Source: an optimization exercise on an open RTL-to-GDS flow (aim: small area). Production flows keep margins and buffers that such runs may drop.
Function was checked by simulation only, so behaviour that the tests miss may differ from the original.
No driver is modelled on the clock port, so clock power and skew are understated where the tree is cut down; a real chip needs a root buffer or a tree.
Power is estimated from default activity; no workload was simulated.

Design lowpass_pwm_uart, start of the top module:
module lowpass_pwm_uart (
    input CLK,
    input RST,
    output B6,
    output PMOD1,
    output PMOD3,
    output PMOD5,
    output PMOD7,
    output PMOD2,
    output PMOD4,
    output PMOD6,
    output PMOD8
);
clock: 10.0 ns
lec_check: 0
cap_margin: 20
core_margin: 2
core_utilization: 70
slew_margin: 20
standard.sh (not shown) runs the stock make flow with config.mk's settings and CLKGATE_MAP_FILE= SYNTH_SCRIPT=/design/flow/synth_recipe.tcl, a recipe that flattens the netlist after the stock synthesis.
==> flow/flow/run.sh <==
#!/bin/bash
# The standard layout (standard.sh) with three changes:
#  1. after the standard synthesis, the logic between the registers is
#     re-mapped by ABC for area (flow/resynth.tcl); registers and full adder
#     cells are kept as the standard synthesis made them;
#  2. the ports are buffered with buf_1;
#  3. the clock tree is four buffers fed by the clock port, each driving the
#     flip-flops of one quarter of the die (flow/clock_tree.tcl, run in place
#     of TritonCTS).
# Each tool's full output goes to a log file here.
set -euo pipefail
here=$(pwd)
res=$here/orfs/results/$FLOW_PLATFORM/lowpass_pwm_uart/base
yosys_exe=$(command -v yosys || echo "$FLOW_HOME/../tools/install/yosys/bin/yosys")

bash standard.sh synth > standard_synth.log 2>&1

cp "$res/1_2_yosys.v" "$here/synth_standard.v"
RESYNTH_IN="$here/synth_standard.v" RESYNTH_OUT="$here/synth_resynth.v" \
  RESYNTH_LIB="$FLOW_HOME/platforms/$FLOW_PLATFORM/lib/sky130_fd_sc_hd__tt_025C_1v80.lib" \
  "$yosys_exe" -c "$here/flow/resynth.tcl" > resynth.log 2>&1
cp "$here/synth_resynth.v" "$res/1_2_yosys.v"
rm -f "$res/1_synth.odb" "$res/1_synth.sdc"

bash standard.sh \
  "BUFFER_PORTS_ARGS=-buffer_cell sky130_fd_sc_hd__buf_1" \
  "PRE_CTS_TCL=$here/flow/clock_tree.tcl" \
  finish > standard.log 2>&1
==> flow/flow/clock_tree.tcl <==
# Clock tree for a small design, run as ORFS's PRE_CTS_TCL hook: split the
# clock sinks into four balanced groups (halves along x, each halved along
# y) and drive each group from its own buffer, placed at the group's centre
# and fed by the clock port. TritonCTS is then skipped; the rest of the CTS
# step (legalisation, timing repair) runs as usual.
set cts_cell sky130_fd_sc_hd__buf_4

set block [ord::get_db_block]
set master [[ord::get_db] findMaster $cts_cell]
set clknet [$block findNet CLK]
set sinks {}
foreach it [$clknet getITerms] {
  set loc [[$it getInst] getLocation]
  lappend sinks [list [lindex $loc 0] [lindex $loc 1] $it]
}
set sinks [lsort -integer -index 0 $sinks]
set h [expr {[llength $sinks] / 2}]
set groups {}
foreach half [list [lrange $sinks 0 [expr {$h - 1}]] [lrange $sinks $h end]] {
  set half [lsort -integer -index 1 $half]
  set q [expr {[llength $half] / 2}]
  lappend groups [lrange $half 0 [expr {$q - 1}]] [lrange $half $q end]
}
set g 0
foreach grp $groups {
  set inst [odb::dbInst_create $block $master clkbuf_leaf_$g]
  set net [odb::dbNet_create $block clknet_leaf_$g]
  $net setSigType CLOCK
  set sx 0
  set sy 0
  set m 0
  foreach s $grp {
    incr sx [lindex $s 0]
    incr sy [lindex $s 1]
    incr m
    set it [lindex $s 2]
    $it disconnect
    $it connect $net
  }
  [$inst findITerm A] connect $clknet
  [$inst findITerm X] connect $net
  $inst setLocation [expr {$sx / $m}] [expr {$sy / $m}]
  $inst setPlacementStatus PLACED
  puts "clock_tree: group $g, $m sinks, [$master getName]"
  incr g
}

rename clock_tree_synthesis {}
proc clock_tree_synthesis { args } {
  puts "clock_tree: TritonCTS skipped"
}
==> flow/flow/resynth.tcl <==
# Re-map the combinational logic of the standard synthesis for area.
# Registers, full adders and tie cells are kept as they are; half adders
# are re-mapped with the rest of the logic.
yosys read_liberty -ignore_miss_func $::env(RESYNTH_LIB)
yosys read_verilog $::env(RESYNTH_IN)
yosys hierarchy -top lowpass_pwm_uart
yosys stat -liberty $::env(RESYNTH_LIB)
yosys setattr -mod -set blackbox 1 sky130_fd_sc_hd__dfxtp_1 sky130_fd_sc_hd__fa_1 sky130_fd_sc_hd__conb_1
yosys flatten
yosys opt_clean
set dont_use {}
foreach c {
  probe_p_8 probec_p_8 lpflow_bleeder_1
  lpflow_clkbufkapwr_1 lpflow_clkbufkapwr_16 lpflow_clkbufkapwr_2 lpflow_clkbufkapwr_4 lpflow_clkbufkapwr_8
  lpflow_clkinvkapwr_1 lpflow_clkinvkapwr_16 lpflow_clkinvkapwr_2 lpflow_clkinvkapwr_4 lpflow_clkinvkapwr_8
  lpflow_inputiso0n_1 lpflow_inputiso0p_1 lpflow_inputiso1n_1 lpflow_inputiso1p_1 lpflow_inputisolatch_1
  lpflow_isobufsrc_1 lpflow_isobufsrc_16 lpflow_isobufsrc_2 lpflow_isobufsrc_4 lpflow_isobufsrc_8
  lpflow_isobufsrckapwr_16
  lpflow_lsbuf_lh_hl_isowell_tap_1 lpflow_lsbuf_lh_hl_isowell_tap_2 lpflow_lsbuf_lh_hl_isowell_tap_4
  lpflow_lsbuf_lh_isowell_4 lpflow_lsbuf_lh_isowell_tap_1 lpflow_lsbuf_lh_isowell_tap_2
  lpflow_lsbuf_lh_isowell_tap_4
} {
  lappend dont_use -dont_use sky130_fd_sc_hd__$c
}
yosys abc -liberty $::env(RESYNTH_LIB) {*}$dont_use -script "+strash;&get,-n;&dc2;&dch,-f;&nf,-R,1000;&put;strash;&get,-n;&dch,-f;&nf,-R,1000;&put;topo"
yosys opt_clean -purge
yosys stat -liberty $::env(RESYNTH_LIB)
yosys write_verilog -noattr -nohex -nodec $::env(RESYNTH_OUT)
Next try:
--- a/flow/flow/run.sh
+++ b/flow/flow/run.sh
@@ -6,6 +6,7 @@
 #  2. the ports are buffered with buf_1;
 #  3. the clock tree is four buffers fed by the clock port, each driving the
-#     flip-flops of one quarter of the die (flow/clock_tree.tcl, run in place
-#     of TritonCTS).
+#     flip-flops of one quarter of the die, each the smallest of buf_4, buf_6
+#     and buf_8 that keeps the estimated clock-pin slew under 127 ps
+#     (flow/clock_tree.tcl, run in place of TritonCTS).
 # Each tool's full output goes to a log file here.
 set -euo pipefail
--- a/flow/flow/clock_tree.tcl
+++ b/flow/flow/clock_tree.tcl
@@ -2,10 +2,12 @@
 # clock sinks into four balanced groups (halves along x, each halved along
 # y) and drive each group from its own buffer, placed at the group's centre
-# and fed by the clock port. TritonCTS is then skipped; the rest of the CTS
-# step (legalisation, timing repair) runs as usual.
-set cts_cell sky130_fd_sc_hd__buf_4
+# and fed by the clock port. A group whose estimated clock-pin slew is high
+# gets a stronger buffer. TritonCTS is then skipped; the rest of the CTS step
+# (legalisation, timing repair) runs as usual.
+set cts_cells {sky130_fd_sc_hd__buf_4 sky130_fd_sc_hd__buf_6 sky130_fd_sc_hd__buf_8}
+set cts_slew_target 0.127
 
+set db [ord::get_db]
 set block [ord::get_db_block]
-set master [[ord::get_db] findMaster $cts_cell]
 set clknet [$block findNet CLK]
 set sinks {}
@@ -22,7 +24,8 @@
   lappend groups [lrange $half 0 [expr {$q - 1}]] [lrange $half $q end]
 }
+set bufs {}
 set g 0
 foreach grp $groups {
-  set inst [odb::dbInst_create $block $master clkbuf_leaf_$g]
+  set inst [odb::dbInst_create $block [$db findMaster [lindex $cts_cells 0]] clkbuf_leaf_$g]
   set net [odb::dbNet_create $block clknet_leaf_$g]
   $net setSigType CLOCK
@@ -30,4 +33,5 @@
   set sy 0
   set m 0
+  set pins {}
   foreach s $grp {
     incr sx [lindex $s 0]
@@ -37,4 +41,5 @@
     $it disconnect
     $it connect $net
+    lappend pins "[[$it getInst] getName]/[[$it getMTerm] getName]"
   }
   [$inst findITerm A] connect $clknet
@@ -42,7 +47,34 @@
   $inst setLocation [expr {$sx / $m}] [expr {$sy / $m}]
   $inst setPlacementStatus PLACED
-  puts "clock_tree: group $g, $m sinks, [$master getName]"
+  lappend bufs [list $inst $pins]
   incr g
 }
+
+# Estimate each group's worst clock-pin slew from the placement and move to
+# the next stronger buffer until it is below the target.
+proc group_slew { pins } {
+  set worst 0
+  foreach p $pins {
+    set s [get_property [get_pins $p] slew_max]
+    if { $s > $worst } {
+      set worst $s
+    }
+  }
+  return $worst
+}
+set_propagated_clock [all_clocks]
+foreach b $bufs {
+  lassign $b inst pins
+  foreach cell $cts_cells {
+    $inst swapMaster [$db findMaster $cell]
+    estimate_parasitics -placement
+    set slew [group_slew $pins]
+    if { $slew <= $cts_slew_target } {
+      break
+    }
+  }
+  puts "clock_tree: [$inst getName], [llength $pins] sinks, [[$inst getMaster] getName], estimated slew [format %.1f [expr {$slew * 1000}]] ps"
+}
+unset_propagated_clock [all_clocks]
 
 rename clock_tree_synthesis {}
GPL_TIMING_DRIVEN = 0   (was unset)
What happened:
- via count fell by 0.72%
- setup slack gets worse by 0.14 ns
- die area does not change
- cell area is about the same
Next try:
--- a/flow/flow/run.sh
+++ b/flow/flow/run.sh
@@ -6,7 +6,6 @@
 #  2. the ports are buffered with buf_1;
 #  3. the clock tree is four buffers fed by the clock port, each driving the
-#     flip-flops of one quarter of the die, each the smallest of buf_4, buf_6
-#     and buf_8 that keeps the estimated clock-pin slew under 127 ps
-#     (flow/clock_tree.tcl, run in place of TritonCTS).
+#     flip-flops of one quarter of the die (flow/clock_tree.tcl, run in place
+#     of TritonCTS).
 # Each tool's full output goes to a log file here.
 set -euo pipefail
==> flow/flow/clock_tree.tcl (replaced) <==
# Clock tree for a small design, run as ORFS's PRE_CTS_TCL hook: split the
# clock sinks into four balanced groups (halves along x, each halved along
# y) and drive each group from its own buffer, placed at the group's centre
# and fed by the clock port. TritonCTS is then skipped; the rest of the CTS
# step (legalisation, timing repair) runs as usual.
set cts_cell sky130_fd_sc_hd__buf_4

set block [ord::get_db_block]
set master [[ord::get_db] findMaster $cts_cell]
set clknet [$block findNet CLK]
set sinks {}
foreach it [$clknet getITerms] {
  set loc [[$it getInst] getLocation]
  lappend sinks [list [lindex $loc 0] [lindex $loc 1] $it]
}
set sinks [lsort -integer -index 0 $sinks]
set h [expr {[llength $sinks] / 2}]
set groups {}
foreach half [list [lrange $sinks 0 [expr {$h - 1}]] [lrange $sinks $h end]] {
  set half [lsort -integer -index 1 $half]
  set q [expr {[llength $half] / 2}]
  lappend groups [lrange $half 0 [expr {$q - 1}]] [lrange $half $q end]
}
set g 0
foreach grp $groups {
  set inst [odb::dbInst_create $block $master clkbuf_leaf_$g]
  set net [odb::dbNet_create $block clknet_leaf_$g]
  $net setSigType CLOCK
  set sx 0
  set sy 0
  set m 0
  foreach s $grp {
    incr sx [lindex $s 0]
    incr sy [lindex $s 1]
    incr m
    set it [lindex $s 2]
    $it disconnect
    $it connect $net
  }
  [$inst findITerm A] connect $clknet
  [$inst findITerm X] connect $net
  $inst setLocation [expr {$sx / $m}] [expr {$sy / $m}]
  $inst setPlacementStatus PLACED
  puts "clock_tree: group $g, $m sinks, [$master getName]"
  incr g
}

rename clock_tree_synthesis {}
proc clock_tree_synthesis { args } {
  puts "clock_tree: TritonCTS skipped"
}
The changed run completed without violations.
Clock power hardly moves.
Worst setup slack does not change.
Final area stays the same.
Total power is unchanged.
Routed wire length does not change.
Next try:
CAP_MARGIN = 0   (was 20)
SLEW_MARGIN = 0   (was 20)
Effect: The changed run went through all stages and came out clean; global-route usage went down by 0.14 points; wire length went down slightly; via count went down slightly; fmax shrinks by a few percent; first-iteration DRC count came out lower by a quarter to a third; cell area is about the same; setup slack got worse by 0.26 ns; core utilization is about the same; clock skew barely changes.
Next try:
--- a/flow/flow/run.sh
+++ b/flow/flow/run.sh
@@ -2,6 +2,6 @@
 # The standard layout (standard.sh) with three changes:
 #  1. after the standard synthesis, the logic between the registers is
-#     re-mapped by ABC for area (flow/resynth.tcl); registers and full adder
-#     cells are kept as the standard synthesis made them;
+#     re-mapped by ABC for area (flow/resynth.ys); registers, full and half
+#     adder cells are kept as the standard synthesis made them;
 #  2. the ports are buffered with buf_1;
 #  3. the clock tree is four buffers fed by the clock port, each driving the
--- a/flow/flow/resynth.tcl
+++ b/flow/flow/resynth.tcl
@@ -1,10 +1,9 @@
 # Re-map the combinational logic of the standard synthesis for area.
-# Registers, full adders and tie cells are kept as they are; half adders
-# are re-mapped with the rest of the logic.
+# Registers, full and half adders and tie cells are kept as they are.
 yosys read_liberty -ignore_miss_func $::env(RESYNTH_LIB)
 yosys read_verilog $::env(RESYNTH_IN)
 yosys hierarchy -top lowpass_pwm_uart
 yosys stat -liberty $::env(RESYNTH_LIB)
-yosys setattr -mod -set blackbox 1 sky130_fd_sc_hd__dfxtp_1 sky130_fd_sc_hd__fa_1 sky130_fd_sc_hd__conb_1
+yosys setattr -mod -set blackbox 1 sky130_fd_sc_hd__dfxtp_1 sky130_fd_sc_hd__fa_1 sky130_fd_sc_hd__ha_1 sky130_fd_sc_hd__conb_1
 yosys flatten
 yosys opt_clean
CAP_MARGIN = 20   (was 0)
GPL_TIMING_DRIVEN = unset   (was 0)
SLEW_MARGIN = 20   (was 0)
Effect: Critical path depth went up by 2; worst hold slack degrades by 0.0062 ns; cell area went up by 3.2%; flip-flop and latch count is unchanged; synthesized cell count went down by 3.3%; clock power barely changes; die area went up by 2.9%; utilization went up by 1.2 points.
No run of this note takes its clock network from TritonCTS; it comes from the design's own scripts or RTL.

static timing again, ports no longer ideal:
How much do the figures lean on ideal ports? The routed layouts below were timed once more, with nothing changed but the port constraints.
Step 1 (the two cells are an assumption about what drives the block):
set clk [get_ports {CLK}]
set_driving_cell -lib_cell sky130_fd_sc_hd__clkbuf_16 $clk
set_driving_cell -lib_cell sky130_fd_sc_hd__buf_2 [delete_from_list [all_inputs] $clk]
Step 2 also shifts input and output timing later by t, the mid clock arrival at the registers, as if the neighbouring blocks saw the same clock.
Three values: no drivers, after step 1, after step 2; two values: the first two.
run	t, ns	setup WS [ns]	hold WS [ns]	worst slew at a driven data input, ns	pins driven straight from the clock port
the first run	0.199	1.454 / 1.454 / 1.454	0.431 / 0.431 / 0.431	0.03	4
the second run	0.196	1.315 / 1.315 / 1.315	0.435 / 0.435 / 0.435	0.02	4
the third run	0.196	1.315 / 1.315 / 1.315	0.435 / 0.435 / 0.435	0.02	4
the fourth run	0.197	1.058 / 1.058 / 1.058	0.435 / 0.435 / 0.435	0.02	4
the fifth run	0.193	1.287 / 1.287 / 1.287	0.429 / 0.429 / 0.429	0.03	4
After both steps setup and hold are still met in every run listed.
